Background: an optimization exercise with open tools, aiming at small area. Do not read the settings as production practice.
At most, simulation tests tie the RTL to the original design; equivalence was not proved.
No functional check of the RTL was part of runs 6 to 8.
Power and IR drop assume default switching activity.

**flow/config.mk**
```make
export PLATFORM = sky130hd
export DESIGN_NAME = EggTimer
export DESIGN_NICKNAME = EggTimer
export VERILOG_FILES = /design/flow/design.v
export SDC_FILE = /design/flow/constraint.sdc
export NUM_CORES = 4
export LEC_CHECK = 0
export CAP_MARGIN = 20
export CORE_MARGIN = 2
export CORE_UTILIZATION = 40
export SLEW_MARGIN = 20
```
**flow/constraint.sdc**
```tcl
create_clock -name core_clock -period 20.0 [get_ports {CLOCK_50}]
set_input_delay 4.0000 -clock core_clock [delete_from_list [all_inputs] [get_ports {CLOCK_50}]]
set_output_delay 4.0000 -clock core_clock [all_outputs]
set_load 0.01 [all_outputs]
```
**flow/design.v**
```verilog
module EggTimer(CLOCK_50, KEY, SW, HEX3, HEX2, HEX1, HEX0, LEDR);
	input CLOCK_50;
	input [2:0] KEY;
	input [7:0] SW;
	output [6:0] HEX3;
	output [6:0] HEX2;
	output [6:0] HEX1;
	output [6:0] HEX0;
	output [9:0] LEDR;
	wire clk = CLOCK_50;
	wire reset = ~KEY[0];
	wire set = ~KEY[1];
	wire startStop = ~KEY[2];
	reg [13:0] ca;
	reg ba;
	wire fa = ca[13] ^ (~ca[12] & ca[7]);
	wire lastA = (~ca[13] & ~ca[12] & ~ca[11] & ~ca[10] & ca[9] & ~ca[8] & ~ca[7] & ca[6] & ca[5] & ~ca[4] & ~ca[3] & ca[2] & ca[1] & ca[0]);   
	wire prevA = (ca[13] & ca[12] & ca[11] & ca[10] & ca[9] & ~ca[8] & ca[7] & ca[6] & ~ca[5] & ~ca[4] & ca[3] & ca[2] & ~ca[1] & ~ca[0]);   
	wire step = lastA & ~ba;    
	wire pre = prevA & ~ba;     
	always @(posedge clk) begin
		ca <= (reset | lastA) ? 14'd0 : {~ca[12:0], fa};
		ba <= ~reset & (ba ^ lastA);
	end
	reg [13:0] cb;
	reg bb;
	wire fb = cb[13] ^ (~cb[12] & cb[7]);
	wire lastB = (~cb[13] & ~cb[12] & ~cb[11] & ~cb[10] & ~cb[9] & ~cb[8] & cb[7] & ~cb[6] & ~cb[5] & ~cb[4] & ~cb[3] & ~cb[2] & cb[1] & cb[0]);   
	always @(posedge clk) begin
		cb <= (reset | lastB) ? 14'd0 : {~cb[12:0], fb};
		bb <= ~reset & (bb ^ lastB);
	end
	reg [3:0] so, mo;
	reg [2:0] st, mt;
	wire zso = (so == 4'd0);
	wire zst = (st == 3'd0);
	wire zmo = (mo == 4'd0);
	wire zmt = (mt == 3'd0);
	wire flat = zso & zst & zmo & zmt;
	reg [2:0] state;
	localparam SS = 3'd1;
	localparam SM1 = 3'd6;
	localparam SM = 3'd2;
	localparam SM0 = 3'd0;
	localparam W = 3'd3;
	localparam R = 3'd4;
	localparam F = 3'd5;
	wire isSS = state == SS, isSM = state == SM, isSM0 = state == SM0, isSM1 = state == SM1;
	wire isW = state == W, isR = state == R, isF = state == F;
	reg [2:0] nstate;
	always @(*) begin
		case (state)
			SS: nstate = set ? (pre ? SM0 : SM1) : SS;
			SM1: nstate = set ? W : (pre ? SM0 : SM);
			SM, SM0: nstate = set ? W : SM;
			W: nstate = startStop ? R : W;
			R: nstate = startStop ? W : (flat ? F : R);
			F: nstate = F;
			default: nstate = SS;
		endcase
	end
	always @(posedge clk) state <= reset ? SS : nstate;
	reg [3:0] cO; reg [2:0] cT;
	always @(*) begin
		case (SW[3:0])
			4'd0: cO = 4'd0;
			4'd1: cO = 4'd1;
			4'd2: cO = 4'd2;
			4'd3: cO = 4'd3;
			4'd4: cO = 4'd4;
			4'd5: cO = 4'd5;
			4'd6: cO = 4'd6;
			4'd7: cO = 4'd7;
			4'd8: cO = 4'd8;
			4'd9: cO = 4'd9;
			4'd10: cO = 4'd9;
			4'd11: cO = 4'd9;
			4'd12: cO = 4'd9;
			4'd13: cO = 4'd9;
			4'd14: cO = 4'd9;
			4'd15: cO = 4'd9;
		endcase
		case (SW[7:4])
			4'd0: cT = 3'd0;
			4'd1: cT = 3'd1;
			4'd2: cT = 3'd2;
			4'd3: cT = 3'd3;
			4'd4: cT = 3'd4;
			4'd5: cT = 3'd5;
			4'd6: cT = 3'd5;
			4'd7: cT = 3'd5;
			4'd8: cT = 3'd5;
			4'd9: cT = 3'd5;
			4'd10: cT = 3'd5;
			4'd11: cT = 3'd5;
			4'd12: cT = 3'd5;
			4'd13: cT = 3'd5;
			4'd14: cT = 3'd5;
			4'd15: cT = 3'd5;
		endcase
	end
	reg [6:0] lo, hi;
	wire [6:0] c = {cT, cO};
	wire shift = isSS | isSM1 | isSM0;
	wire hold = pre & (isSM | isSM1);
	always @(posedge clk) begin
		if (shift) lo <= hi;
		if (!hold) hi <= c;
	end
	wire [3:0] dso;
	assign dso[0] = (~so[0]);
	assign dso[1] = (~so[0] & so[3]) | (so[0] & so[1]) | (~so[0] & ~so[1] & so[2]);
	assign dso[2] = (~so[0] & so[3]) | (so[0] & so[2]) | (so[1] & so[2]);
	assign dso[3] = (~so[0] & ~so[1] & ~so[2] & ~so[3]) | (so[0] & so[3]);
	wire [2:0] dst;
	assign dst[0] = (~st[0]);
	assign dst[1] = (st[0] & st[1]) | (~st[0] & st[2]);
	assign dst[2] = (~st[0] & ~st[1] & ~st[2]) | (st[0] & st[2]);
	wire [3:0] dmo;
	assign dmo[0] = (~mo[0]);
	assign dmo[1] = (~mo[0] & mo[3]) | (mo[0] & mo[1]) | (~mo[0] & ~mo[1] & mo[2]);
	assign dmo[2] = (~mo[0] & mo[3]) | (mo[0] & mo[2]) | (mo[1] & mo[2]);
	assign dmo[3] = (~mo[0] & ~mo[1] & ~mo[2] & ~mo[3]) | (mo[0] & mo[3]);
	wire [2:0] dmt;
	assign dmt[0] = (~mt[0]);
	assign dmt[1] = (mt[0] & mt[1]) | (~mt[0] & mt[2]);
	assign dmt[2] = (~mt[0] & ~mt[1] & ~mt[2]) | (mt[0] & mt[2]);
	wire load = step & (isSS | isSM | isSM0);
	wire dec = step & isR & ~flat;
	wire [6:0] zhi = {3'd0, 4'd0};
	wire [6:0] ldhi = (isSM) ? hi : zhi;
	always @(posedge clk) begin
		if (reset) begin
			so <= 4'd0; st <= 3'd0; mo <= 4'd0; mt <= 3'd0;
		end else if (load) begin
			{st, so} <= lo; {mt, mo} <= ldhi;
		end else if (dec) begin
			so <= dso;
			if (zso) st <= dst;
			if (zso & zst) mo <= dmo;
			if (zso & zst & zmo) mt <= dmt;
		end
	end
	reg led;
	always @(posedge clk) led <= isF & bb;
	assign LEDR = {10{led}};
	assign HEX0[0] = (so[0] & ~so[1] & ~so[2] & ~so[3]) | (~so[0] & ~so[1] & so[2]);
	assign HEX0[1] = (so[0] & ~so[1] & so[2]) | (~so[0] & so[1] & so[2]);
	assign HEX0[2] = (~so[0] & so[1] & ~so[2]);
	assign HEX0[3] = (so[0] & ~so[1] & ~so[2]) | (~so[0] & ~so[1] & so[2]) | (so[0] & so[1] & so[2]);
	assign HEX0[4] = (so[0]) | (~so[1] & so[2]);
	assign HEX0[5] = (so[0] & ~so[2] & ~so[3]) | (so[1] & ~so[2]) | (so[0] & so[1]);
	assign HEX0[6] = (~so[1] & ~so[2] & ~so[3]) | (so[0] & so[1] & so[2]);
	assign HEX1[0] = (st[0] & ~st[1] & ~st[2]) | (~st[0] & st[2]);
	assign HEX1[1] = (st[0] & st[2]);
	assign HEX1[2] = (~st[0] & st[1]);
	assign HEX1[3] = (st[0] & ~st[1] & ~st[2]) | (~st[0] & st[2]);
	assign HEX1[4] = (st[0]) | (st[2]);
	assign HEX1[5] = (st[0] & ~st[2]) | (st[1]);
	assign HEX1[6] = (~st[1] & ~st[2]);
	assign HEX2[0] = (mo[0] & ~mo[1] & ~mo[2] & ~mo[3]) | (~mo[0] & ~mo[1] & mo[2]);
	assign HEX2[1] = (mo[0] & ~mo[1] & mo[2]) | (~mo[0] & mo[1] & mo[2]);
	assign HEX2[2] = (~mo[0] & mo[1] & ~mo[2]);
	assign HEX2[3] = (mo[0] & ~mo[1] & ~mo[2]) | (~mo[0] & ~mo[1] & mo[2]) | (mo[0] & mo[1] & mo[2]);
	assign HEX2[4] = (mo[0]) | (~mo[1] & mo[2]);
	assign HEX2[5] = (mo[0] & ~mo[2] & ~mo[3]) | (mo[1] & ~mo[2]) | (mo[0] & mo[1]);
	assign HEX2[6] = (~mo[1] & ~mo[2] & ~mo[3]) | (mo[0] & mo[1] & mo[2]);
	assign HEX3[0] = (mt[0] & ~mt[1] & ~mt[2]) | (~mt[0] & mt[2]);
	assign HEX3[1] = (mt[0] & mt[2]);
	assign HEX3[2] = (~mt[0] & mt[1]);
	assign HEX3[3] = (mt[0] & ~mt[1] & ~mt[2]) | (~mt[0] & mt[2]);
	assign HEX3[4] = (mt[0]) | (mt[2]);
	assign HEX3[5] = (mt[0] & ~mt[2]) | (mt[1]);
	assign HEX3[6] = (~mt[1] & ~mt[2]);
endmodule
```
**flow/flow/run.sh**
```bash
#!/bin/bash
# Own layout flow: the standard layout (standard.sh, unchanged synthesis),
# with the port buffers made from the smallest buffer cell instead of the
# default choice. Every tool's output goes to a log file in this folder.
set -euo pipefail
export BUFFER_PORTS_ARGS="-buffer_cell sky130_fd_sc_hd__buf_1"
bash standard.sh finish > standard_flow.log 2>&1
```
**flow/standard.sh**
```bash
#!/bin/bash
# synth_recipe.tcl (not shown) runs the flow's synth.tcl, then flattens the netlist and writes it again
# the make line also repeats each setting of config.mk as NAME=value (left out here)
make -C /OpenROAD-flow-scripts/flow DESIGN_CONFIG=/design/flow/config.mk WORK_HOME=/design/flow/orfs CLKGATE_MAP_FILE= SYNTH_SCRIPT=/design/flow/synth_recipe.tcl "${@:-finish}"
```
==> impl_metrics.ini, run 1 <==
[clock_network]
insertion_delay_ps = 330
cts_setup_buffers = 0
ctsResizeCount = 0
cts_tree = yes
cts-htree-levels = 3
cts_buffers = 9
clk_pin_slew_ps = 70
cts_num_sinks = 62
cts_root_buf = clkbuf_8
hold_buffers = 0
ctsLongestPathBuffers = 2

[power]
power.density_nw_per_um2 = 90.22
p_leak_nw = 1.192
total_power_mw = 0.2874
ir_worst_vdd_mv = 0.05311

[logic_synthesis]
synth_ff_type = dfxtp_1
synth_cell_types = 51
ys_seq_area_share_pct = 49.26
ys.warnings.count = 1
synth_edf_count = 14
syn-cell-area_um2 = 2804
synthesis.nets = 322
synthCells = 309
ys_ff_latch = 62
synthArstFlopShare_pct = 0
synth_area_per_cell_um2 = 9.074

[final_layout]
layoutNonFillerInstCount = 443
fin_nets = 355
seq_area_um2 = 1381
fill_cells = 633
multi_input_area_um2 = 1252
diodes = 0
final_util_pct = 46.89
drive_above_1_share_pct = 9.798
area_growth_pct = 13.61

[critical_path]
worstPathRequired_ps = 16000
worstPathCellList = nor2b_1, o21a_1, buf_1
cp_slowest_cell = dfxtp_1
critPathLaunchType = register
cp-end-kind = primary output
worstPathMaxFanout = 16
slowest_delay_ps = 640
crit_arrival_ps = 1500
crit_type = reg2out

[global_route]
overflow = 0
grt_antenna_before_repair = 0
grt_pass1_wl_um = 9045
grt_pass1_vias = 1905
grtUsageTotal_pct = 15.34
grt_max_degree = 19

[routing]
drt-vias-per-instance = 5.038
detail_route.iter0.violations = 62
vias = 2232
routed_wl_um = 5518
drtAntennaViolNets = 0
drt_first_pass_iters = 4
drc = 0
wl_per_cell_um = 12.46

[sta]
maxSlewHeadroom_pct = 31.22
max_freq_ghz = 0.1820
finalMaxSlewViolations = 0
tns_ps = 0
hold_slack_ps = 405.3
finalHoldViolations = 0
fin_skew_ps = 5.796
rsz0062_at_grt = no
fin_crit_sh_pct = 27.48
tightest_slew_ps = 1021
fin_crit_ps = 5495
setup_viol = 0

[floorplanning]
die_w_um = 87.73
fp-row-count = 30
initial_core_util_pct = 41.27
fp.dieH_um = 87.73
dieArea_um2 = 7696
core-area_um2 = 6794
ioPinCount = 50

[worst_hold_path]
min_path_type = reg2reg

[placement]
placedCellCount = 427
place_congestion = 0.7650
port_buffers = 49
place_hpwl_um = 3893

[run]
cap_violations = 0

[run_status]
status = complete, no violations
==> worst max-delay path: cells and delay by family (launching register included) <==
family,cells,cell delay [ps]
AND/OR/NAND/NOR,1,240
flip-flops,1,640
buffers and inverters,1,140
AO/OA/AOI/OAI,1,140
==> placed cells by master (no fill, tap or decap), types with 2 or more instances in the layout <==
cell type  synthesis  routed
a211o_1            2       2
a211oi_1           6       6
a21oi_1           17      17
a22oi_1            2       2
a31o_2             3       3
and2_1             3       3
and3_1             2       2
buf_1              1      49
clkbuf_8           0      12
dfxtp_1           48      48
edfxtp_1          14      14
inv_1              4       4
mux2i_1            3       3
nand2_1           19      19
nand2b_1          14      14
nand3_1           10      10
nand3b_1           3       3
nand4_1            3       3
nand4b_1           2       2
nor2_1            55      55
nor2b_1           10      10
nor3_1             6       6
nor3_2             2       2
nor4_1             4       4
o21a_1             2       2
o21ai_0           17      17
o221a_2            2       2
o22ai_1            2       2
o31ai_1            2       2
or2_2              3       3
xnor2_1            3       3
xor2_1             2       2
==> final cells by class <==
cell class	instances	share of cell area [%]
Multi-Input combinational cell	215	39.32
Clock inverter	2	1.100
Inverter	5	0.5892
Clock buffer	14	6.088
Tap cell	96	3.771
Timing Repair Buffer	49	5.774
Sequential cell	62	43.36
==> Yosys cell counts (4+ instances only) <==
library cell	count	area [um^2]
a211oi_1	6	45.04
a21oi_1	17	85.08
buf_2	4	20.02
buf_4	12	90.09
clkbuf_1	10	37.54
dfxtp_1	48	960.9
edfxtp_1	14	420.4
inv_1	4	15.01
nand2_1	19	71.32
nand2b_1	14	87.58
nand3_1	10	50.05
nor2_1	55	206.5
nor2b_1	10	62.56
nor3_1	6	30.03
nor4_1	4	25.02
o21ai_0	17	85.08
==> state kept, by name, indices dropped and copies added, names as in the netlist, named ones only <==
signal  cells
cb         14
mt          2
ba          1
ca         14
so          4
mo          4
hi          7
led         1
state       3
lo          7
st          2
bb          1
==> metrics by stage <==
| stage | instance area, um^2 | setup WS [ps] |
|---|---|---|
| 6_report | 3186 | 14500 |
| 5_1_grt | 3186 | 14410 |
| 4_1_cts | 3186 | 14490 |
| 3_5_place_dp | 2957 | 14480 |
| 3_3_place_gp | 2957 | 14500 |
| 2_1_floorplan | 2804 | 14980 |
==> routing by layer <==
layer	up-vias	part of all wire, %	GRT usage (%)
li1	1140	-	-
met1	1032	51	20.87
met2	49	44	22.66
met3	11	4.3	5.372
met4	0	1.4	5.455
met5	-	0	0
==> path summary, 6_finish.rpt <==
check / endpoint / slack (ps) / startpoint / cells past startpoint
max: HEX2[1] / 14500 / mo[0] / 3
min: cb[1] / 410 / cb[0] / 1
max reg2reg: register / 16840 / ca[8] / 9
min reg2reg: cb[1] / 410 / cb[0] / 1
==> power breakdown <==
part,switching (mW),internal (mW),total (mW)
clock,0.0459,0.0752,0.121
sequential,0.00962,0.139,0.148
combinational,0.00990,0.00826,0.0182
total,0.0654,0.222,0.287
==> cell families (layout without fill, tap and decap cells) <==
logic type,after synthesis,count (layout),synth area share [%]
DFF,62,62,49.26
and+or+nand+nor,146,146,27.62
xor gates and xnor gates,5,5,1.562
buffers and inverters,32,70,6.069
AOI/OAI and AO/OA,59,59,13.57
muxes,4,4,1.473
adders and majority gates,1,1,0.4462
==> run 2, diff against run 1 <==
==> flow/run.sh (new file) <==
#!/bin/bash
# synth_recipe.tcl (not shown) runs the flow's synth.tcl, then flattens the netlist and writes it again
# the make line also repeats each setting of config.mk as NAME=value (left out here)
make -C /OpenROAD-flow-scripts/flow DESIGN_CONFIG=/design/flow/config.mk WORK_HOME=/design/flow/orfs CLKGATE_MAP_FILE= SYNTH_SCRIPT=/design/flow/synth_recipe.tcl finish
--- a/flow/config.mk
+++ b/flow/config.mk
@@ -9,3 +9,4 @@
 export CORE_MARGIN = 2
 export CORE_UTILIZATION = 40
+export CTS_BUF_LIST = sky130_fd_sc_hd__clkbuf_4
 export SLEW_MARGIN = 20
removed: flow/flow/run.sh
removed: flow/standard.sh
==> run 2 against run 1 <==
Compared with the run above:
- die area unchanged
- core utilization rose by 3.4 points
- setup slack worse by 420 ps
- clock-buffer cell count fell by 5
- synthesized cell count is the same
- still clean
- power shrank 8.6%
- via count increased by 0.13%
- final cell count did not move
- final area is 7.3% higher
- highest routed layer unchanged
==> impl_metrics.ini, run 2 <==
[logic_synthesis]
synthCells = 309
yosysMostFrequentCell = nor2_1
synth_edf_count = 14
synth_area_per_cell_um2 = 9.074
yosysTopAreaCellShare_pct = 34.27
synth_ff_type = dfxtp_1
post-synth-top-area-cell = dfxtp_1
ys_seq_area_share_pct = 49.26
synthArstFlopShare_pct = 0
synthesis.nets = 322
ys.warnings.count = 1
ys_ff_latch = 62
synthTopCellsByArea = dfxtp_1 34%, edfxtp_1 15%, nor2_1 7.4%, buf_4 3.2%, nand2b_1 3.1%
syn-cell-area_um2 = 2804
yosys-top-cells-count = 55 x nor2_1, 48 x dfxtp_1, 19 x nand2_1, 17 x a21oi_1, 17 x o21ai_0
synth_cell_types = 51

[sta]
fin_crit_ps = 5920
maxSlewHeadroom_pct = 33.64
worst_slack_ps = 14080
rsz0062_at_grt = no
finalHoldViolations = 0
hold_slack_ps = 408.1
fin_skew_ps = 11.42
fin_crit_sh_pct = 29.60
finalMaxSlewViolations = 0
setup_viol = 0
max_freq_ghz = 0.1689
tightest_slew_ps = 985.0
tns_ps = 0

[final_layout]
final_util_pct = 50.29
final_cell_mix = 55 x nor2_1, 49 x clkdlybuf4s50_1, 48 x dfxtp_1, 19 x nand2_1
reg_top3 = ca x14, cb x14
drive_above_1_share_pct = 9.798
area_growth_pct = 21.87
fin_nets = 355
final_common_cell = nor2_1
diodes = 0

[power]
power.density_nw_per_um2 = 76.87
ir_worst_vdd_mv = 0.04965
total_power_mw = 0.2627
p_leak_nw = 1.280

[critical_path]
crit_arrival_ps = 1920
cp_slowest_cell = dfxtp_1
r2r.worst_path.cells = 9
r2r-start = ca[8]
worstSetupPathDepth = 3
startpoint = mo[0]
cp-end-kind = primary output
crit_family = flip-flops
crit_type = reg2out
worstPathRequired_ps = 16000
worstPathCellList = nor2b_1, o21a_1, clkdlybuf4s50_1
worstPathMaxFanout = 16
r2r_slack_ps = 16710
critPathLaunchType = register
path_buf_inv = 1
slowest_delay_ps = 630

[clock_network]
cts_root_buf = clkbuf_4
ctsLongestPathBuffers = 2
insertion_delay_ps = 390
cts_tree = yes
ctsResizeCount = 0
cts-htree-levels = 3
cts_num_sinks = 62
clk_pin_slew_ps = 100
cts_buffers = 9
cts_setup_buffers = 0
hold_buffers = 0

[global_route]
grt_pass1_vias = 1985
overflow = 0
grt_antenna_before_repair = 0
grtUsageTotal_pct = 15.37
grt_max_degree = 19
grt_pass1_wl_um = 9204

[run_status]
status = complete, no violations

[run]
cap_violations = 0

[floorplanning]
fp.dieH_um = 87.73
ioPinCount = 50
fp-row-count = 30
die_w_um = 87.73
core-area_um2 = 6794
initial_core_util_pct = 41.27
dieArea_um2 = 7696

[placement]
place_congestion = 0.7823
pre_cts_ws_ps = 14140
place_hpwl_um = 3889
port_buffers = 49

[routing]
drc = 0
routed_wl_um = 5570
drt_first_pass_iters = 4
drtAntennaViolNets = 0
detail_route.iter0.violations = 77
vias = 2235
wl_per_cell_um = 12.57
drt-vias-per-instance = 5.045

[worst_hold_path]
hold_path_startpoint = cb[0]
worstHoldPathCells = 1
min_path_type = reg2reg
## run 2: power breakdown
group          switching [mW]  total [mW]  leakage, nW  internal [mW]
registers             0.00969       0.148        0.538          0.138
clock network          0.0450      0.0951       0.0880         0.0500
logic                 0.00983      0.0195        0.654        0.00967
total                  0.0645       0.263         1.28          0.198
## run 2: cell families after synthesis
kind of cell | count (synthesis) | synth area share [%]
DFF | 62 | 49.26
muxes | 4 | 1.473
and+or+nand+nor | 146 | 27.62
AOI/OAI and AO/OA | 59 | 13.57
xor gates and xnor gates | 5 | 1.562
adders and majority gates | 1 | 0.4462
buffers and inverters | 32 | 6.069
## run 2: final timing paths
check             end
max           HEX2[1]
min             cb[1]
max reg2reg  register
min reg2reg     cb[1]
## run 2: layout make-up
cell class                 count  area [um^2]
clock inverter                 7        86.33
inverter                       5        18.77
multi-input combinational    215         1252
tap                           96        120.1
fill                         657         3377
timing repair buffer          49        490.5
clock buffer                   9        67.56
sequential                    62         1381
## run 2: metal layers
metal	share of wire (%)	vias to the layer above	track usage, %
li1	-	1143	-
met1	49	1032	21.34
met2	45	51	22.73
met3	4.4	9	3.770
met4	1.8	0	6.713
met5	0	-	0
## run 2: worst reg2reg max path, delay by kind of cell, from the launching register on
| kind | cells | cell delay (ps) |
|---|---|---|
| AO/OA/AOI/OAI | 2 | 330 |
| flip-flops | 1 | 330 |
| multiplexers | 1 | 470 |
| AND/OR/NAND/NOR | 5 | 1610 |
| adder cells (fa/ha/maj) | 1 | 450 |
## run 2: metrics by stage
stage | area, um^2 | instances
6_report | 3417 | 443
3_5_place_dp | 3263 | 427
5_1_grt | 3417 | 443
4_1_cts | 3417 | 443
2_1_floorplan | 2804 | 309
3_3_place_gp | 3263 | 427
==> run 3, diff against run 2 <==
--- a/flow/config.mk
+++ b/flow/config.mk
@@ -9,4 +9,3 @@
 export CORE_MARGIN = 2
 export CORE_UTILIZATION = 40
-export CTS_BUF_LIST = sky130_fd_sc_hd__clkbuf_4
 export SLEW_MARGIN = 20
==> run 3 against run 2 <==
Compared with the run above:
- synthesized cell count is the same
- critical path depth stayed put
- clock skew down 4.0 ps
- register-to-register slack improved by 70 ps
- combinational power barely moved
- sequential share of layout area fell by 0.66 points
- highest routed layer unchanged
==> impl_metrics.ini, run 3 <==
[routing]
vias = 2231
drtAntennaViolNets = 0
drt-vias-per-instance = 5.036
detail_route.iter0.violations = 133
routed_wl_um = 5558
drt_first_pass_iters = 4
drc = 0
wl_per_cell_um = 12.55

[sta]
rsz0062_at_grt = no
max_freq_ghz = 0.1710
setup_viol = 0
finalHoldViolations = 0
fin_crit_sh_pct = 29.24
fin_skew_ps = 7.390
finalMaxSlewViolations = 0
fin_crit_ps = 5849
tns_ps = 0
tightest_slew_ps = 1034
worst_slack_ps = 14150
maxSlewHeadroom_pct = 30.31
hold_slack_ps = 403.5

[run]
cap_violations = 0

[worst_hold_path]
min_path_type = reg2reg

[logic_synthesis]
synthCells = 309
synth_ff_type = dfxtp_1
synthTopCellsByArea = dfxtp_1 34%, edfxtp_1 15%, nor2_1 7.4%, buf_4 3.2%, nand2b_1 3.1%
post-synth-top-area-cell = dfxtp_1
synthSimpleGateAreaFrac_pct = 27.62
synthMuxAreaShare_pct = 1.473
synthesis.nets = 322
synth_area_per_cell_um2 = 9.074
synthAdderAreaFrac_pct = 0.4462
synth_compound_area_share_pct = 13.57
synth_edf_count = 14
synthArstFlopShare_pct = 0
yosys-top-cells-count = 55 x nor2_1, 48 x dfxtp_1, 19 x nand2_1, 17 x a21oi_1, 17 x o21ai_0
ys.warnings.count = 1
synth_top_family_by_area = simple AND/OR/NAND/NOR gates
syn-cell-area_um2 = 2804
ys_seq_area_share_pct = 49.26
synth_cell_types = 51
synth_xor_area_share_pct = 1.562
yosysMostFrequentCell = nor2_1
yosysTopAreaCellShare_pct = 34.27
ys_ff_latch = 62

[floorplanning]
core-area_um2 = 6794
fp.dieH_um = 87.73
dieArea_um2 = 7696
die_w_um = 87.73
fp-row-count = 30
initial_core_util_pct = 41.27
ioPinCount = 50

[clock_network]
cts_setup_buffers = 0
hold_buffers = 0
cts_root_buf = clkbuf_8
cts_buffers = 9
cts-htree-levels = 3
ctsLongestPathBuffers = 2
insertion_delay_ps = 330
ctsResizeCount = 0
cts_tree = yes
clk_pin_slew_ps = 60
cts_num_sinks = 62

[critical_path]
cp_slowest_cell = dfxtp_1
worstPathMaxFanout = 16
crit_type = reg2out
startpoint = mo[0]
critPathLaunchType = register
slowest_delay_ps = 620
crit_family = flip-flops
path_buf_inv = 1
r2r_slack_ps = 16780
crit_end = HEX2[1]
worstSetupPathDepth = 3
r2r-start = ca[8]
cp-end-kind = primary output
r2r.worst_path.cells = 9
worstPathCellList = nor2b_1, o21a_1, clkdlybuf4s50_1
worstPathRequired_ps = 16000
crit_arrival_ps = 1850

[global_route]
grt_max_degree = 19
grt_pass1_vias = 1953
overflow = 0
grt_pass1_wl_um = 9183
grt_antenna_before_repair = 0
grtUsageTotal_pct = 15.43

[final_layout]
diodes = 0
final_util_pct = 51.12
fin_nets = 355
final_common_cell = nor2_1
area_growth_pct = 23.87
fill_cells = 663
final_cell_mix = 55 x nor2_1, 49 x clkdlybuf4s50_1, 48 x dfxtp_1, 19 x nand2_1
reg_top3 = ca x14, cb x14
drive_above_1_share_pct = 10.09
layoutNonFillerInstCount = 443
final_cell_area_um2 = 3473

[power]
ir_worst_vdd_mv = 0.04150
power.density_nw_per_um2 = 80.48
total_power_mw = 0.2795
p_leak_nw = 1.305

[placement]
place_hpwl_um = 3889
port_buffers = 49
placedCellCount = 427
place_congestion = 0.7823
placed_cell_area_um2 = 3263
pre_cts_ws_ps = 14140

[run_status]
status = complete, no violations
==> run 3: kinds of logic after synthesis <==
kind of cell / after synthesis
xor+xnor: 5
mux: 4
buf+inv: 32
fa+ha+maj: 1
compound gates: 59
flops: 62
simple gates: 146
==> run 3: worst reg2reg max path, cell delays in order (launching register included) <==
cell and delay, ps:
dfxtp_1 310, nor2_1 100, nand4_1 120, or4_1 520, nor4_1 270, ha_1 440
nand3b_1 550, mux2_2 460, a31o_2 210, o311a_1 120
==> run 3: routing by layer <==
layer	vias up	global-route usage [%]	part of all wire, %
met4	0	7.552	1.5
li1	1142	-	-
met2	50	21.97	44
met1	1033	21.65	50
met3	6	4.053	4.3
met5	-	0	0
==> run 3: final cells by class <==
class | instances | area [um^2] | share of cell area [%]
Sequential cell | 62 | 1381 | 39.77
Clock buffer | 12 | 187.7 | 5.403
Tap cell | 96 | 120.1 | 3.458
Timing Repair Buffer | 49 | 490.5 | 14.12
Clock inverter | 4 | 22.52 | 0.6484
Multi-Input combinational cell | 215 | 1252 | 36.06
Inverter | 5 | 18.77 | 0.5403
==> run 3: how the worst min path moves through the flow <==
stage	start	end	slack, ps	depth (start not counted)
3_5_place_dp	cb[0]	cb[1]	400	1
6_report	cb[0]	cb[1]	400	1
5_1_grt	cb[0]	cb[1]	430	1
4_1_cts	cb[0]	cb[1]	410	1
2_1_floorplan	cb[1]	cb[2]	380	1
3_3_place_gp	cb[0]	cb[1]	400	1
==> run 3: where the power goes <==
group | switching (mW) | internal [mW]
registers | 0.00977 | 0.139
logic | 0.00986 | 0.00967
clock network | 0.0485 | 0.0632
total | 0.0682 | 0.211
==> run 4, diff against run 3 <==
==> flow/flow/run.sh (new file) <==
#!/bin/bash
# Own layout flow: the standard layout (standard.sh, unchanged synthesis)
# with two changes: the port buffers use the smallest buffer cell, and clock
# tree synthesis uses small clock buffers and inserts no dummy loads.
# Every tool's output goes to a log file in this folder (standard_flow.log,
# and ORFS's per-step logs under orfs/logs/).
set -euo pipefail
export BUFFER_PORTS_ARGS="-buffer_cell sky130_fd_sc_hd__buf_1"
export CTS_ARGS="-sink_clustering_enable -repair_clock_nets -dont_use_dummy_load -buf_list sky130_fd_sc_hd__clkbuf_4 -sink_clustering_size 25 -sink_clustering_max_diameter 200"
bash standard.sh finish > standard_flow.log 2>&1
==> flow/standard.sh (new file) <==
#!/bin/bash
# synth_recipe.tcl (not shown) runs the flow's synth.tcl, then flattens the netlist and writes it again
# the make line also repeats each setting of config.mk as NAME=value (left out here)
make -C /OpenROAD-flow-scripts/flow DESIGN_CONFIG=/design/flow/config.mk WORK_HOME=/design/flow/orfs CLKGATE_MAP_FILE= SYNTH_SCRIPT=/design/flow/synth_recipe.tcl "${@:-finish}"
removed: flow/run.sh
==> run 4 against run 3 <==
Compared with the run above:
- still clean
- sequential share of layout area up 5.9 points
- synthesized area unchanged
- maximum frequency up 5.6%
- global-route usage down 0.45 points
- core utilization down 6.6 points
- sequential cell count unchanged
- highest routed layer unchanged
==> impl_metrics.ini, run 4 <==
[worst_hold_path]
min_path_type = reg2reg
hold_path_startpoint = cb[9]

[power]
power.density_nw_per_um2 = 73.91
p_leak_nw = 1.115
ir_worst_vdd_mv = 0.04778
total_power_mw = 0.2235

[routing]
vias = 2226
drt-vias-per-instance = 5.106
drt_first_pass_iters = 4
routed_wl_um = 5426
drc = 0
wl_per_cell_um = 12.44
detail_route.iter0.violations = 93
drtAntennaViolNets = 0

[sta]
fin_crit_sh_pct = 27.70
finalMaxSlewViolations = 0
tns_ps = 0
maxSlewHeadroom_pct = 32.51
fin_skew_ps = 17.52
tightest_slew_ps = 1002
finalHoldViolations = 0
hold_slack_ps = 409.9
rsz0062_at_grt = no
fin_crit_ps = 5541
max_freq_ghz = 0.1805
setup_viol = 0
worst_slack_ps = 14460

[logic_synthesis]
synthesis.nets = 322
synth_cell_types = 51
yosysTopAreaCellShare_pct = 34.27
synth_edf_count = 14
synthCells = 309
ys.warnings.count = 1
post-synth-top-area-cell = dfxtp_1
yosysMostFrequentCell = nor2_1
synthTopCellsByArea = dfxtp_1 34%, edfxtp_1 15%, nor2_1 7.4%, buf_4 3.2%, nand2b_1 3.1%
synth_ff_type = dfxtp_1
syn-cell-area_um2 = 2804
ys_seq_area_share_pct = 49.26
yosys-top-cells-count = 55 x nor2_1, 48 x dfxtp_1, 19 x nand2_1, 17 x a21oi_1, 17 x o21ai_0
synth_area_per_cell_um2 = 9.074
ys_ff_latch = 62
synthArstFlopShare_pct = 0

[placement]
place_congestion = 0.7650
pre_cts_ws_ps = 14480
port_buffers = 49
placed_cell_area_um2 = 2957
place_hpwl_um = 3893

[global_route]
grt_pass1_wl_um = 8894
grtUsageTotal_pct = 14.99
grt_pass1_vias = 1872
overflow = 0
grt_antenna_before_repair = 0
grt_max_degree = 19

[critical_path]
slowest_delay_ps = 650
r2r-start = ca[8]
worstPathCellList = nor2b_1, o21a_1, buf_1
path_buf_inv = 1
worstPathRequired_ps = 16000
critPathLaunchType = register
cp-end-kind = primary output
cp_slowest_cell = dfxtp_1
crit_arrival_ps = 1540
worstPathMaxFanout = 16
crit_family = flip-flops
crit_type = reg2out
startpoint = mo[0]

[floorplanning]
fp.dieH_um = 87.73
ioPinCount = 50
dieArea_um2 = 7696
initial_core_util_pct = 41.27
fp-row-count = 30
die_w_um = 87.73
core-area_um2 = 6794

[clock_network]
clk_pin_slew_ps = 100
cts_root_buf = clkbuf_4
cts-htree-levels = 3
cts_tree = yes
ctsResizeCount = 0
cts_buffers = 9
cts_setup_buffers = 0
cts_num_sinks = 62
insertion_delay_ps = 380
ctsLongestPathBuffers = 2
hold_buffers = 0

[run]
cap_violations = 0

[final_layout]
diodes = 0
final_common_cell = nor2_1
fill_cells = 667
drive_above_1_share_pct = 8.235
fin_nets = 355
seq_area_um2 = 1381
multi_input_area_um2 = 1252
area_growth_pct = 7.854
reg_top3 = ca x14, cb x14
final_cell_mix = 55 x nor2_1, 49 x buf_1, 48 x dfxtp_1, 19 x nand2_1
final_cell_area_um2 = 3024

[run_status]
status = complete, no violations
[run 4: cell counts after synthesis]
Identical to the previous run, type by type.
[run 4: metrics by stage]
step | utilization [%] | cells
global route | 44.51 | 436
detailed placement | 43.52 | 427
global placement | 43.52 | 427
finish | 44.51 | 436
CTS | 44.51 | 436
floorplan | - | 309
[run 4: final cells by class]
type	count	share of cell area [%]
clock buffer	9	2.234
inverter	5	0.6206
multi-input combinational	215	41.41
sequential	62	45.68
tap	96	3.972
timing repair buffer	49	6.082
[run 4: worst paths after layout]
kind                            endpoint  slack [ps]  cells past startpoint
worst max-delay path             HEX2[1]       14460                      3
worst min-delay path              cb[10]         410                      1
worst max register to register  register       16840                      9
worst min register to register    cb[10]         410                      1
[run 4: power by group]
part / total [mW] / internal (mW) / switching [mW]
sequential: 0.148 / 0.138 / 0.00953
combinational: 0.0181 / 0.00826 / 0.00986
clock: 0.0575 / 0.0209 / 0.0366
total: 0.224 / 0.168 / 0.0560
[run 4: metal layers]
metal  GRT usage, %  vias up  part of all wire, %
li1               -     1133                    -
met1          20.81     1038                   50
met2          22.11       53                   45
met3          5.372        2                  5.1
met4          4.196        0                 0.53
met5              0        -                    0
[run 4: cell families (layout without fill, tap and decap cells)]
kind of cell    after synthesis  count (layout)  share of synthesized area [%]
flops                        62              62                          49.26
xor+xnor                      5               5                          1.562
mux                           4               4                          1.473
simple gates                146             146                          27.62
compound gates               59              59                          13.57
buf+inv                      32              63                          6.069
fa+ha+maj                     1               1                         0.4462
==> run 5, diff against run 4 <==
--- a/flow/flow/run.sh
+++ b/flow/flow/run.sh
@@ -7,4 +7,4 @@
 set -euo pipefail
 export BUFFER_PORTS_ARGS="-buffer_cell sky130_fd_sc_hd__buf_1"
-export CTS_ARGS="-sink_clustering_enable -repair_clock_nets -dont_use_dummy_load -buf_list sky130_fd_sc_hd__clkbuf_4 -sink_clustering_size 25 -sink_clustering_max_diameter 200"
+export CTS_ARGS="-sink_clustering_enable -repair_clock_nets -dont_use_dummy_load -buf_list sky130_fd_sc_hd__clkbuf_4"
 bash standard.sh finish > standard_flow.log 2>&1
==> run 5 against run 4 <==
Compared with the run above:
- setup slack unchanged
- critical endpoint unchanged
- routed wire length stayed put
- clock skew did not move
- clock power hardly changed
- core utilization unchanged
- final cell count stayed put
- critical path type unchanged
==> impl_metrics.ini, run 5 <==
[sta]
fin_crit_sh_pct = 27.70
finalHoldViolations = 0
finalMaxSlewViolations = 0
fin_skew_ps = 17.52
max_freq_ghz = 0.1805
setup_viol = 0
tns_ps = 0
tightest_slew_ps = 1002
rsz0062_at_grt = no
fin_crit_ps = 5541
maxSlewHeadroom_pct = 32.51

[critical_path]
crit_type = reg2out
r2r-start = ca[8]
critPathLaunchType = register
cp-end-kind = primary output
crit_arrival_ps = 1540
worstPathCellList = nor2b_1, o21a_1, buf_1
slowest_delay_ps = 650
cp_slowest_cell = dfxtp_1
r2r.worst_path.cells = 9
worstPathRequired_ps = 16000
worstPathMaxFanout = 16
r2r_slack_ps = 16840

[placement]
placedCellCount = 427
place_congestion = 0.7650
place_hpwl_um = 3893
port_buffers = 49

[clock_network]
hold_buffers = 0
insertion_delay_ps = 380
clk_pin_slew_ps = 100
cts-htree-levels = 3
ctsResizeCount = 0
cts_setup_buffers = 0
cts_tree = yes
cts_num_sinks = 62
cts_buffers = 9
ctsLongestPathBuffers = 2
cts_root_buf = clkbuf_4

[logic_synthesis]
synth_edf_count = 14
synthArstFlopShare_pct = 0
syn-cell-area_um2 = 2804
synthSimpleGateAreaFrac_pct = 27.62
post-synth-top-area-cell = dfxtp_1
yosysTopAreaCellShare_pct = 34.27
ys.warnings.count = 1
synthMuxAreaShare_pct = 1.473
synthTopCellsByArea = dfxtp_1 34%, edfxtp_1 15%, nor2_1 7.4%, buf_4 3.2%, nand2b_1 3.1%
yosysMostFrequentCell = nor2_1
ys_seq_area_share_pct = 49.26
synth_top_family_by_area = simple AND/OR/NAND/NOR gates
yosys-top-cells-count = 55 x nor2_1, 48 x dfxtp_1, 19 x nand2_1, 17 x a21oi_1, 17 x o21ai_0
synthAdderAreaFrac_pct = 0.4462
synth_compound_area_share_pct = 13.57
synthCells = 309
synth_area_per_cell_um2 = 9.074
synth_cell_types = 51
synth_ff_type = dfxtp_1
synthesis.nets = 322
ys_ff_latch = 62
synth_xor_area_share_pct = 1.562

[power]
power.density_nw_per_um2 = 73.91
ir_worst_vdd_mv = 0.04778
p_leak_nw = 1.115

[floorplanning]
core-area_um2 = 6794
fp-row-count = 30
dieArea_um2 = 7696
ioPinCount = 50
initial_core_util_pct = 41.27
fp.dieH_um = 87.73
die_w_um = 87.73

[final_layout]
fin_nets = 355
layoutNonFillerInstCount = 436
drive_above_1_share_pct = 8.235
reg_top3 = ca x14, cb x14
final_common_cell = nor2_1
final_cell_mix = 55 x nor2_1, 49 x buf_1, 48 x dfxtp_1, 19 x nand2_1
area_growth_pct = 7.854
diodes = 0

[routing]
drt-vias-per-instance = 5.106
wl_per_cell_um = 12.44
drc = 0
detail_route.iter0.violations = 93
routed_wl_um = 5426
drt_first_pass_iters = 4
vias = 2226
drtAntennaViolNets = 0

[worst_hold_path]
whs_endpoint = cb[10]
min_path_type = reg2reg
hold_path_startpoint = cb[9]
worstHoldPathCells = 1

[global_route]
grt_pass1_vias = 1872
grt_max_degree = 19
grt_antenna_before_repair = 0
grt_pass1_wl_um = 8894
overflow = 0
grtUsageTotal_pct = 14.99

[run]
cap_violations = 0

[run_status]
status = complete, no violations
==> run 5: layout make-up <==
class,instances,area (um^2)
Fill cell,667,3770
Sequential cell,62,1381
Multi-Input combinational cell,215,1252
Timing Repair Buffer,49,183.9
Tap cell,96,120.1
Clock buffer,9,67.56
Inverter,5,18.77
==> run 5: routing by layer <==
metal	track usage [%]	part of all wire, %
met1	20.81	50
met2	22.11	45
met3	5.372	5.1
met4	4.196	0.53
met5	0	0
==> run 5: worst max-delay path: cells and delay by family (launching register included) <==
kind | cells | cell delay, ps
AOI/OAI and AO/OA | 1 | 140
buffers and inverters | 1 | 140
DFF | 1 | 650
and+or+nand+nor | 1 | 240
==> run 5: cells by family (layout without fill, tap and decap cells) <==
kind of cell    count (synthesis)  count (layout)
xor+xnor                        5               5
flops                          62              62
mux                             4               4
fa+ha+maj                       1               1
buf+inv                        32              63
simple gates                  146             146
compound gates                 59              59
==> run 5: how the worst max path moves through the flow <==
stage	start	endpoint	slack, ps	depth (start not counted)
after floorplan	mt[2]	HEX3[3]	14980	3
after global placement	KEY[0]	register	14500	3
after detailed placement	KEY[0]	register	14480	3
after CTS	mo[0]	HEX2[1]	14420	3
after global routing	mo[0]	HEX2[1]	14340	3
final	mo[0]	HEX2[1]	14460	3
==> run 5: where the power goes <==
part	total, mW	switching (mW)	internal (mW)
Sequential	0.148	0.00953	0.138
Combinational	0.0181	0.00986	0.00826
Clock	0.0575	0.0366	0.0209
==> run 5: metrics by stage <==
| stage | setup WS (ps) | power, mW | area, um^2 | utilization [%] | hold WS, ps |
|---|---|---|---|---|---|
| after floorplan | 14980 | 0.1630 | 2804 | - | 383.4 |
| after global placement | 14500 | 0.1686 | 2957 | 43.52 | 396.4 |
| after detailed placement | 14480 | 0.1691 | 2957 | 43.52 | 399.6 |
| after CTS | 14420 | 0.2268 | 3024 | 44.51 | 409.0 |
| after global routing | 14340 | 0.2365 | 3024 | 44.51 | 418.2 |
| final | 14460 | 0.2235 | 3024 | 44.51 | 409.9 |
==> run 6, diff against run 5 <==
--- a/flow/design.v
+++ b/flow/design.v
@@ -14,7 +14,7 @@
 	reg [13:0] ca;
 	reg ba;
-	wire fa = ca[13] ^ (~ca[12] & ca[7]);
-	wire lastA = (~ca[13] & ~ca[12] & ~ca[11] & ~ca[10] & ca[9] & ~ca[8] & ~ca[7] & ca[6] & ca[5] & ~ca[4] & ~ca[3] & ca[2] & ca[1] & ca[0]);   
-	wire prevA = (ca[13] & ca[12] & ca[11] & ca[10] & ca[9] & ~ca[8] & ca[7] & ca[6] & ~ca[5] & ~ca[4] & ca[3] & ca[2] & ~ca[1] & ~ca[0]);   
+	wire fa = ca[13] ^ (ca[5] & ca[8]);
+	wire lastA = (ca[13] & ca[12] & ca[11] & ~ca[10] & ca[9] & ~ca[8] & ~ca[7] & ~ca[4] & ~ca[3] & ~ca[2] & ~ca[1] & ~ca[0]);   
+	wire prevA = (~ca[13] & ~ca[12] & ~ca[11] & ~ca[10] & ca[9] & ~ca[8] & ca[7] & ca[6] & ca[3] & ca[2] & ca[1] & ca[0]);   
 	wire step = lastA & ~ba;    
 	wire pre = prevA & ~ba;     
@@ -25,6 +25,6 @@
 	reg [13:0] cb;
 	reg bb;
-	wire fb = cb[13] ^ (~cb[12] & cb[7]);
-	wire lastB = (~cb[13] & ~cb[12] & ~cb[11] & ~cb[10] & ~cb[9] & ~cb[8] & cb[7] & ~cb[6] & ~cb[5] & ~cb[4] & ~cb[3] & ~cb[2] & cb[1] & cb[0]);   
+	wire fb = cb[13] ^ (cb[5] & cb[8]);
+	wire lastB = (cb[13] & cb[10] & cb[9] & cb[8] & cb[7] & cb[5] & ~cb[4] & ~cb[3] & cb[2] & cb[1] & ~cb[0]);   
 	always @(posedge clk) begin
 		cb <= (reset | lastB) ? 14'd0 : {~cb[12:0], fb};
@@ -39,25 +39,21 @@
 	wire flat = zso & zst & zmo & zmt;
 	reg [2:0] state;
-	localparam SS = 3'd1;
-	localparam SM1 = 3'd6;
-	localparam SM = 3'd2;
-	localparam SM0 = 3'd0;
-	localparam W = 3'd3;
+	localparam SS = 3'd0;
+	localparam SM1 = 3'd1;
+	localparam SM0 = 3'd3;
+	localparam SM = 3'd7;
+	localparam W = 3'd2;
 	localparam R = 3'd4;
-	localparam F = 3'd5;
-	wire isSS = state == SS, isSM = state == SM, isSM0 = state == SM0, isSM1 = state == SM1;
-	wire isW = state == W, isR = state == R, isF = state == F;
-	reg [2:0] nstate;
-	always @(*) begin
-		case (state)
-			SS: nstate = set ? (pre ? SM0 : SM1) : SS;
-			SM1: nstate = set ? W : (pre ? SM0 : SM);
-			SM, SM0: nstate = set ? W : SM;
-			W: nstate = startStop ? R : W;
-			R: nstate = startStop ? W : (flat ? F : R);
-			F: nstate = F;
-			default: nstate = SS;
-		endcase
-	end
+	localparam F = 3'd6;
+	wire [2:0] nstate;
+	assign nstate[0] = (state[0] & ~set) | (~state[0] & ~state[1] & ~state[2] & set);
+	assign nstate[1] = (state[0]) | (state[1] & ~startStop) | (state[2] & startStop) | (state[2] & flat) | (~state[1] & ~state[2] & set & pre);
+	assign nstate[2] = (state[0] & ~set & ~pre) | (~state[0] & state[1] & startStop) | (~state[0] & state[2] & ~startStop) | (state[0] & state[2] & ~set);
+	wire shift = (~state[2]);
+	wire holdsel = (state[0]);
+	wire loadsel = (~state[1] & ~state[2]) | (state[0]);
+	wire ldhisel = (state[2]);
+	wire decsel = (~state[1] & state[2]);
+	wire ledsel = (~state[0] & state[1] & state[2]);
 	always @(posedge clk) state <= reset ? SS : nstate;
 	reg [3:0] cO; reg [2:0] cT;
@@ -102,6 +98,5 @@
 	reg [6:0] lo, hi;
 	wire [6:0] c = {cT, cO};
-	wire shift = isSS | isSM1 | isSM0;
-	wire hold = pre & (isSM | isSM1);
+	wire hold = pre & holdsel;
 	always @(posedge clk) begin
 		if (shift) lo <= hi;
@@ -126,8 +121,8 @@
 	assign dmt[1] = (mt[0] & mt[1]) | (~mt[0] & mt[2]);
 	assign dmt[2] = (~mt[0] & ~mt[1] & ~mt[2]) | (mt[0] & mt[2]);
-	wire load = step & (isSS | isSM | isSM0);
-	wire dec = step & isR & ~flat;
+	wire load = step & loadsel;
+	wire dec = step & decsel & ~flat;
 	wire [6:0] zhi = {3'd0, 4'd0};
-	wire [6:0] ldhi = (isSM) ? hi : zhi;
+	wire [6:0] ldhi = ldhisel ? hi : zhi;
 	always @(posedge clk) begin
 		if (reset) begin
@@ -143,5 +138,5 @@
 	end
 	reg led;
-	always @(posedge clk) led <= isF & bb;
+	always @(posedge clk) led <= ledsel & bb;
 	assign LEDR = {10{led}};
 	assign HEX0[0] = (so[0] & ~so[1] & ~so[2] & ~so[3]) | (~so[0] & ~so[1] & so[2]);
==> run 6 against run 5 <==
Compared with the run above:
- first-iteration DRC count rose by 32%
- still clean
- sequential cell count did not move
- sequential power fell by 5%
- synthesized cell count fell by 3.2%
- register-to-register slack improved by 740 ps
- highest routed layer unchanged
- worst hold slack got worse by 29 ps
- clock power barely moved
==> impl_metrics.ini, run 6 <==
[critical_path]
startpoint = so[1]
r2r-start = ca[2]
cp-end-kind = primary output
crit_arrival_ps = 1570
worstPathRequired_ps = 16000
critPathLaunchType = register
worstPathMaxFanout = 9
crit_type = reg2out

[routing]
drt-vias-per-instance = 4.877
detail_route.iter0.violations = 123
vias = 2068
drtAntennaViolNets = 0
wl_per_cell_um = 11.85
drt_first_pass_iters = 5
routed_wl_um = 5024
drc = 0

[logic_synthesis]
synthTopCellsByArea = dfxtp_1 34%, edfxtp_1 15%, nor2_1 4.8%, o21ai_0 3.9%, mux2i_1 3.5%
synthSimpleGateAreaFrac_pct = 26.07
synth_area_per_cell_um2 = 9.453
yosys-top-cells-count = 48 x dfxtp_1, 36 x nor2_1, 23 x nand2_1, 22 x o21ai_0
synth_xor_area_share_pct = 1.549
synth_top_family_by_area = simple AND/OR/NAND/NOR gates
synthArstFlopShare_pct = 0
synth_ff_type = dfxtp_1
post-synth-top-area-cell = dfxtp_1
synthAdderAreaFrac_pct = 0.4427
synth_edf_count = 14
ys.warnings.count = 1
syn-cell-area_um2 = 2826
yosysTopAreaCellShare_pct = 34.00
yosysMostFrequentCell = dfxtp_1
ys_ff_latch = 62
ys_seq_area_share_pct = 48.87
synth_cell_types = 58
synthMuxAreaShare_pct = 3.940
synthesis.nets = 312
synthCells = 299
synth_compound_area_share_pct = 12.17

[run]
cap_violations = 0

[sta]
tns_ps = 0
finalMaxSlewViolations = 0
finalHoldViolations = 0
fin_skew_ps = 44.28
max_freq_ghz = 0.1795
rsz0062_at_grt = no
tightest_slew_ps = 753.6
maxSlewHeadroom_pct = 49.42
setup_viol = 0
fin_crit_sh_pct = 27.86
fin_crit_ps = 5572
worst_slack_ps = 14430

[global_route]
grt_pass1_wl_um = 8211
grt_max_degree = 39
overflow = 0
grtUsageTotal_pct = 13.90
grt_antenna_before_repair = 0
grt_pass1_vias = 1743

[final_layout]
area_growth_pct = 7.260
reg_top3 = ca x14, cb x14
final_util_pct = 44.38
final_common_cell = buf_1
drive_above_1_share_pct = 7.012
final_cell_area_um2 = 3032
fin_nets = 343
final_cell_mix = 49 x buf_1, 48 x dfxtp_1, 36 x nor2_1, 23 x nand2_1, 21 x o21ai_0
diodes = 0

[floorplanning]
die_w_um = 88.06
core-area_um2 = 6832
initial_core_util_pct = 41.37
ioPinCount = 50
dieArea_um2 = 7755
fp-row-count = 30
fp.dieH_um = 88.06

[clock_network]
cts_num_sinks = 62
insertion_delay_ps = 400
cts-htree-levels = 3
cts_buffers = 9
cts_root_buf = clkbuf_4
ctsLongestPathBuffers = 2
cts_tree = yes
hold_buffers = 0
clk_pin_slew_ps = 120
cts_setup_buffers = 0
ctsResizeCount = 0

[placement]
place_congestion = 0.7702
placed_cell_area_um2 = 2964
pre_cts_ws_ps = 14840
port_buffers = 49
place_hpwl_um = 3580

[power]
total_power_mw = 0.2087
power.density_nw_per_um2 = 68.83
ir_worst_vdd_mv = 0.02978
p_leak_nw = 1.178

[worst_hold_path]
min_path_type = reg2reg
hold_path_startpoint = cb[10]

[run_status]
status = complete, no violations
run 6: changes by cell type in the layout (fill, tap and decap cells not counted), sizes merged, moves of 7 or more:
cell / previous run / this run
a21oi: 18 / 4
and2: 3 / 13
mux2i: 3 / 10
nor2: 55 / 37
o21ai: 17 / 25
run 6: where the power goes:
group | leakage (nW) | total, mW | internal [mW] | switching, mW
clock | 0.0414 | 0.0572 | 0.0209 | 0.0363
sequential | 0.542 | 0.140 | 0.135 | 0.00481
combinational | 0.594 | 0.0112 | 0.00507 | 0.00613
total | 1.18 | 0.209 | 0.161 | 0.0472
run 6: worst paths after layout:
check | slack (ps) | end | cells after the start
hold / removal | 380 | cb[11] | 1
setup / recovery | 14430 | HEX0[6] | 3
setup reg to reg | 17580 | st[2] | 8
hold reg to reg | 380 | cb[11] | 1
run 6: area by class of cell:
type	instances	area (um^2)
fillers	697	3800
flip-flops and latches	62	1381
multi-input cells	201	1249
repair buffers	50	191.4
well taps	96	120.1
clock buffers	9	67.56
inverters	6	22.52
run 6: cells by family (layout without fill, tap and decap cells):
group                    count (synthesis)  after routing
buffers and inverters                   36             65
multiplexers                            11             11
XOR/XNOR                                 5              5
flip-flops                              62             62
AO/OA/AOI/OAI                           53             53
adder cells (fa/ha/maj)                  1              1
AND/OR/NAND/NOR                        131            131
run 6: worst max-delay path, cell delays in order (launching register included):
cell and delay, ps:
dfxtp_1 390, or3_1 550, nand2_1 100, buf_1 160
run 6: layer usage:
| metal | global-route usage (%) | routed length [um] | up-vias |
|---|---|---|---|
| met4 | 6.749 | 61 | 0 |
| met5 | 0 | 0 | - |
| met2 | 18.53 | 2151 | 46 |
| met1 | 20.09 | 2614 | 939 |
| li1 | - | - | 1078 |
| met3 | 4.524 | 197 | 5 |
run 6: metrics by stage:
stage | hold slack, ps | cells
3_3_place_gp | 369.8 | 415
5_1_grt | 388.1 | 424
4_1_cts | 390.4 | 424
3_5_place_dp | 376.3 | 415
6_report | 380.5 | 424
2_1_floorplan | 368.2 | 299
==> run 7, diff against run 6 <==
--- a/flow/config.mk
+++ b/flow/config.mk
@@ -6,4 +6,5 @@
 export NUM_CORES = 4
 export LEC_CHECK = 0
+export ABC_AREA = 1
 export CAP_MARGIN = 20
 export CORE_MARGIN = 2
==> run 7 against run 6 <==
Compared with the run above:
- non-clock buffer count down 1
- die area down 2.1%
- critical path depth up 3
- routed wire length up 4.9%
- maximum frequency up 3.1%
- core utilization down 0.16 points
- critical path type unchanged
- critical endpoint is now HEX2[0]
- largest cell class unchanged
==> impl_metrics.ini, run 7 <==
[run_status]
status = complete, no violations

[critical_path]
worstPathMaxFanout = 6
r2r.worst_path.cells = 8
startpoint = mo[0]
critPathLaunchType = register
crit_end = HEX2[0]
r2r_slack_ps = 18050
r2r-end = st[2]
crit_type = reg2out
cp-end-kind = primary output
crit_arrival_ps = 1410
worstPathRequired_ps = 16000
r2r-start = state[2]

[clock_network]
insertion_delay_ps = 390
cts-htree-levels = 3
cts_buffers = 9
cts_root_buf = clkbuf_4
cts_num_sinks = 62
ctsResizeCount = 0
ctsLongestPathBuffers = 2
hold_buffers = 0
cts_setup_buffers = 0
clk_pin_slew_ps = 100
cts_tree = yes

[sta]
rsz0062_at_grt = no
tightest_slew_ps = 623.1
fin_crit_sh_pct = 27.03
fin_skew_ps = 31.97
maxSlewHeadroom_pct = 58.46
max_freq_ghz = 0.1850
fin_crit_ps = 5406
tns_ps = 0
finalMaxSlewViolations = 0
finalHoldViolations = 0
setup_viol = 0
hold_slack_ps = 391.1

[logic_synthesis]
ys.warnings.count = 1
ys_seq_area_share_pct = 49.98
ys_ff_latch = 62
yosysMostFrequentCell = nand2_1
synth_area_per_cell_um2 = 7.897
synth_cell_types = 34
synthCells = 350
synthArstFlopShare_pct = 0
yosys-top-cells-count = 65 x nand2_1, 61 x nor2_1, 48 x dfxtp_1, 32 x inv_1, 24 x nand3_1
post-synth-top-area-cell = dfxtp_1
synthTopCellsByArea = dfxtp_1 35%, edfxtp_1 15%, nand2_1 8.8%, nor2_1 8.3%, nand3_1 4.3%
synthesis.nets = 363
syn-cell-area_um2 = 2764
synth_ff_type = dfxtp_1
yosysTopAreaCellShare_pct = 34.77
synth_edf_count = 14

[final_layout]
diodes = 0
final_common_cell = nand2_1
fin_nets = 403
multi_input_area_um2 = 1115
fill_cells = 708
drive_above_1_share_pct = 7.732
area_growth_pct = 8.103
reg_top3 = ca x14, cb x14
final_cell_mix = 65 x nand2_1, 61 x nor2_1, 49 x buf_1, 48 x dfxtp_1, 32 x inv_1
seq_area_um2 = 1381

[routing]
drc = 0
drt-vias-per-instance = 4.876
drt_first_pass_iters = 4
vias = 2282
routed_wl_um = 5272
wl_per_cell_um = 11.26
detail_route.iter0.violations = 76
drtAntennaViolNets = 0

[power]
power.density_nw_per_um2 = 69.53
p_leak_nw = 1.258
ir_worst_vdd_mv = 0.02760

[placement]
place_hpwl_um = 3890
place_congestion = 0.8131
port_buffers = 49

[global_route]
busiest_layer = met2
grt_pass1_vias = 2003
overflow = 0
grt_util_met1_pct = 19.17
grt_pass1_wl_um = 8811
grtUsageTotal_pct = 14.82
grt.met2_usage_pct = 23.73
grt_antenna_before_repair = 0
grtUsageMet3_pct = 3.223
grt_max_degree = 26

[floorplanning]
dieArea_um2 = 7591
core-area_um2 = 6756
ioPinCount = 50
initial_core_util_pct = 40.91
fp-row-count = 30
fp.dieH_um = 87.13
die_w_um = 87.13

[run]
cap_violations = 0

[worst_hold_path]
hold_path_startpoint = cb[12]
min_path_type = reg2reg
-- run 7: worst min-delay path by stage --
| stage | end | slack [ps] | cells after the start |
|---|---|---|---|
| finish | cb[13] | 390 | 1 |
| detailed placement | cb[13] | 380 | 1 |
| CTS | cb[12] | 390 | 1 |
| global placement | cb[13] | 370 | 1 |
| floorplan | cb[12] | 370 | 1 |
| global route | cb[12] | 400 | 1 |
-- run 7: final cells by class --
cell class                 instances  share of cell area [%]
inverter                          37                   4.690
timing repair buffer              49                   6.156
multi-input combinational        231                   37.31
sequential                        62                   46.23
clock buffer                       9                   2.261
tap                               80                   3.350
-- run 7: worst max-delay path: stages, from the launching register on --
cell and delay [ps]:
dfxtp_1 450, inv_2 90, nand2_1 110, inv_1 70
nand2_1 90, o21ai_0 90, buf_1 130
-- run 7: where the power goes --
group	switching (mW)	total, mW	leakage [nW]	internal (mW)
logic	0.00639	0.0102	0.675	0.00376
registers	0.00418	0.139	0.541	0.135
clock network	0.0377	0.0586	0.0414	0.0209
-- run 7: cell families after synthesis --
| kind of cell | count (synthesis) | share of synthesized area, % |
|---|---|---|
| AND/OR/NAND/NOR | 178 | 29.24 |
| flip-flops | 62 | 49.98 |
| buffers and inverters | 57 | 9.687 |
| AO/OA/AOI/OAI | 50 | 10.00 |
| XOR/XNOR | 2 | 0.6339 |
| adder cells (fa/ha/maj) | 1 | 0.4526 |
-- run 7: through the flow --
step / cell area [um^2] / total power [mW] / utilization, % / worst slack [ps] / cells
floorplan: 2764 / 0.1484 / - / 15040 / 350
global placement: 2920 / 0.1518 / 43.22 / 14610 / 459
detailed placement: 2920 / 0.1522 / 43.22 / 14550 / 459
CTS: 2988 / 0.2097 / 44.22 / 14560 / 468
global route: 2988 / 0.2179 / 44.22 / 14420 / 468
finish: 2988 / 0.2077 / 44.22 / 14590 / 468
-- run 7: metal layers --
metal	wire length, um	vias up
li1	-	1196
met1	2535	1024
met2	2405	52
met3	224	10
met4	106	0
met5	0	-
==> run 8, diff against run 7 <==
==> flow/flow/run.sh (replaced) <==
#!/bin/bash
# Own layout flow: the standard layout (standard.sh) with three changes:
#  - synthesis is the standard flow's script with an area-oriented ABC script (flow/synth.tcl,
#    flow/synth.abc); registers are the same as in the standard synthesis;
#  - the port buffers use the smallest buffer cell;
#  - clock tree synthesis uses clkbuf_4 and inserts no dummy loads.
# Every tool's output goes to a log file in this folder (standard_flow.log,
# and ORFS's per-step logs under orfs/logs/).
set -euo pipefail
export OWN_ABC_SCRIPT="$PWD/flow/synth.abc"
export BUFFER_PORTS_ARGS="-buffer_cell sky130_fd_sc_hd__buf_1"
export CTS_ARGS="-sink_clustering_enable -repair_clock_nets -dont_use_dummy_load -buf_list sky130_fd_sc_hd__clkbuf_4"
bash standard.sh SYNTH_SCRIPT="$PWD/flow/synth.tcl" finish > standard_flow.log 2>&1
==> flow/flow/synth.abc (new file) <==
strash
&get -n
&st
&deepsyn -T 20
&dch
&nf -R 1000 -p
&put
topo
==> flow/flow/synth.tcl (new file) <==
# The standard synthesis script (synth_recipe.tcl), with one change: the
# ABC step maps the combinational logic with flow/synth.abc (area-oriented)
# instead of ORFS's speed script. Registers, their names and cell types are
# untouched (ABC only sees the logic between registers).
proc synth {args} { yosys synth -nofsm -noshare {*}$args }
proc abc {args} {
  set i [lsearch -exact $args -script]
  if { $i >= 0 } { lset args [expr {$i + 1}] $::env(OWN_ABC_SCRIPT) }
  yosys abc {*}$args
}
source $::env(SCRIPTS_DIR)/synth.tcl
# left out here: clear keep_hierarchy, flatten, clean up, hide names made inside functions, write 1_2_yosys.v
--- a/flow/config.mk
+++ b/flow/config.mk
@@ -6,5 +6,4 @@
 export NUM_CORES = 4
 export LEC_CHECK = 0
-export ABC_AREA = 1
 export CAP_MARGIN = 20
 export CORE_MARGIN = 2
==> run 8 against run 7 <==
Compared with the run above:
- largest cell class unchanged
- final cell count decreased by 19%
- non-clock buffer count unchanged
- final area decreased by 9.8%
- still clean
- routed wire length decreased by 13%
- maximum frequency decreased by 4.2%
- core utilization increased by 1.3 points
- register-to-register slack got worse by 1300 ps
- global-route usage increased by 0.15 points
- clock skew decreased by 8.2 ps
- worst hold slack got worse by 8.4 ps
- die area decreased by 11%
- synthesized area decreased by 12%
==> impl_metrics.ini, run 8 <==
[logic_synthesis]
synthTopCellsByArea = dfxtp_1 39%, edfxtp_1 17%, nor2_1 6.2%, nand2_1 4.6%, buf_4 3.7%
synth_compound_area_share_pct = 11.02
ys_ff_latch = 62
synthCells = 258
ys_seq_area_share_pct = 56.59
yosys-top-cells-count = 48 x dfxtp_1, 40 x nor2_1, 30 x nand2_1, 15 x o21ai_0
synthMuxAreaShare_pct = 0.8713
synth_cell_types = 39
synth_xor_area_share_pct = 1.076
synth_ff_type = dfxtp_1
syn-cell-area_um2 = 2441
synth_edf_count = 14
post-synth-top-area-cell = dfxtp_1
yosysTopAreaCellShare_pct = 39.36
synth_top_family_by_area = simple AND/OR/NAND/NOR gates
synthAdderAreaFrac_pct = 0.5126
synthArstFlopShare_pct = 0
synth_area_per_cell_um2 = 9.462
synthesis.nets = 271
ys.warnings.count = 1
synthSimpleGateAreaFrac_pct = 25.17
yosysMostFrequentCell = dfxtp_1

[routing]
drt_first_pass_iters = 5
drtAntennaViolNets = 0
wl_per_cell_um = 12.13
drt-vias-per-instance = 4.847
drc = 0
vias = 1837
detail_route.iter0.violations = 61
routed_wl_um = 4598

[sta]
tightest_slew_ps = 523.2
fin_crit_ps = 5643
maxSlewHeadroom_pct = 64.85
setup_viol = 0
tns_ps = 0
finalMaxSlewViolations = 0
fin_skew_ps = 23.79
rsz0062_at_grt = no
finalHoldViolations = 0
fin_crit_sh_pct = 28.21
max_freq_ghz = 0.1772

[critical_path]
worstPathMaxFanout = 5
slowest_delay_ps = 470
worstPathCellList = nor3_1, a31o_1, nand2_1, nand2_1, buf_1
critPathLaunchType = register
cp_slowest_cell = nor3_1
r2r-start = ca[3]
crit_type = reg2out
crit_top_cell = nand2_1
worstPathRequired_ps = 16000
cp-end-kind = primary output
startpoint = mo[1]
crit_arrival_ps = 1640

[clock_network]
cts_tree = yes
cts_root_buf = clkbuf_4
cts_buffers = 9
ctsLongestPathBuffers = 2
hold_buffers = 0
cts-htree-levels = 3
ctsResizeCount = 0
insertion_delay_ps = 390
cts_num_sinks = 62
clk_pin_slew_ps = 80
cts_setup_buffers = 0

[worst_hold_path]
min_path_type = reg2reg
hold_path_startpoint = cb[11]

[run]
cap_violations = 0

[placement]
port_buffers = 49
place_congestion = 0.7751
place_hpwl_um = 3412

[floorplanning]
die_w_um = 82.12
fp.dieH_um = 82.12
core-area_um2 = 5921
dieArea_um2 = 6744
fp-row-count = 28
ioPinCount = 50
initial_core_util_pct = 41.23

[global_route]
grt_antenna_before_repair = 0
grt_max_degree = 15
overflow = 0
grt_pass1_wl_um = 7458
grtUsageTotal_pct = 14.98
grt_pass1_vias = 1608

[final_layout]
final_common_cell = buf_1
fin_nets = 319
diodes = 0
area_growth_pct = 10.46
reg_top3 = ca x14, cb x14
multi_input_area_um2 = 943.4
seq_area_um2 = 1381
final_cell_mix = 49 x buf_1, 48 x dfxtp_1, 40 x nor2_1, 30 x nand2_1, 15 x o21ai_0
drive_above_1_share_pct = 2.961
fill_cells = 616
final_util_pct = 45.54

[power]
p_leak_nw = 1.055
ir_worst_vdd_mv = 0.04567
power.density_nw_per_um2 = 76.28

[run_status]
status = complete, no violations
run 8: stage by stage:
stage          instance area, um^2  hold slack [ps]  power, mW  instances  setup slack [ps]
2_1_floorplan                 2441            368.2     0.1469        258             14730
3_3_place_gp                  2629            371.5     0.1509        370             14520
3_5_place_dp                  2629            372.2     0.1513        370             14440
4_1_cts                       2696            388.4     0.2085        379             14330
5_1_grt                       2696            398.5     0.2172        379             14170
6_report                      2696            382.7     0.2057        379             14360
run 8: metal layers:
layer  up-vias  global-route usage (%)  share of wire [%]  wire [um]
met5         -                       0                  0          0
met4         0                   8.000                1.7         79
met3         8                   3.587                4.7        215
met2        50                   21.71                 43       1959
met1       813                   20.65                 51       2343
li1        966                       -                  -          -
run 8: final cells by class:
class / count / share of cell area [%]
multi-input cells: 177 / 34.99
well taps: 75 / 3.480
clock buffers: 9 / 2.506
inverters: 7 / 0.9745
repair buffers: 49 / 6.821
flip-flops and latches: 62 / 51.23
run 8: cells by family (layout without fill, tap and decap cells):
| kind of cell | after synthesis | in the layout |
|---|---|---|
| XOR/XNOR | 3 | 3 |
| buffers and inverters | 19 | 65 |
| multiplexers | 2 | 2 |
| AO/OA/AOI/OAI | 44 | 44 |
| adder cells (fa/ha/maj) | 1 | 1 |
| flip-flops | 62 | 62 |
| AND/OR/NAND/NOR | 127 | 127 |
run 8: final timing paths:
| kind | end | slack (ps) | cells after the start |
|---|---|---|---|
| worst max-delay path | HEX2[5] | 14360 | 5 |
| worst min-delay path | cb[12] | 380 | 1 |
| worst max register to register | register | 16750 | 12 |
| worst min register to register | cb[12] | 380 | 1 |
run 8: worst max-delay path: cells and delay by family (launching register included):
kind	cells	cell delay, ps
compound gates	1	180
flops	1	350
buf+inv	1	140
simple gates	3	600
run 8: power breakdown:
group | switching [mW] | internal (mW)
logic | 0.00516 | 0.00399
registers | 0.00418 | 0.135
clock network | 0.0366 | 0.0209

## afterwards: timing with drivers on the ports
The results above use ideal ports. As a check the final layouts listed here were re-extracted and re-timed, cells and wires unchanged.
Step 1 assumes that a clkbuf_16 drives the clock port and a buf_2 every other input.
Step 2, shift: input delay + t, output delay - t, t = (earliest + latest rising clock arrival at the registers) / 2. This alone moves slack from input paths to output paths.
a / b / c = no drivers / after step 1 / after step 2; a / b = the first two.
run | t, ns | setup WS [ns] | worst setup path at the end | slew at the worst register clock pin (ns) | pins driven straight from the clock port
run 1 | 0.361 | 14.505 / 14.475 / 14.519 | input to register | 0.07 / 0.07 | 1
run 2 | 0.412 | 14.080 / 14.052 / 14.152 | input to register | 0.11 / 0.11 | 1
run 3 | 0.361 | 14.151 / 14.121 / 14.151 | input to register | 0.07 / 0.07 | 1
run 4 | 0.400 | 14.459 / 14.432 / 14.530 | input to register | 0.10 / 0.10 | 1
run 5 | 0.400 | 14.459 / 14.432 / 14.530 | input to register | 0.10 / 0.10 | 1
run 6 | 0.399 | 14.428 / 14.403 / 14.802 | register to output | 0.12 / 0.12 | 1
run 7 | 0.398 | 14.594 / 14.569 / 14.522 | input to register | 0.11 / 0.11 | 1
run 8 | 0.401 | 14.357 / 14.333 / 14.450 | input to register | 0.10 / 0.10 | 1
After both steps setup and hold are still met in every run listed. For run 7, which loses most, drivers alone change the setup slack by -0.025 ns; drivers and shift together by -0.072 ns.
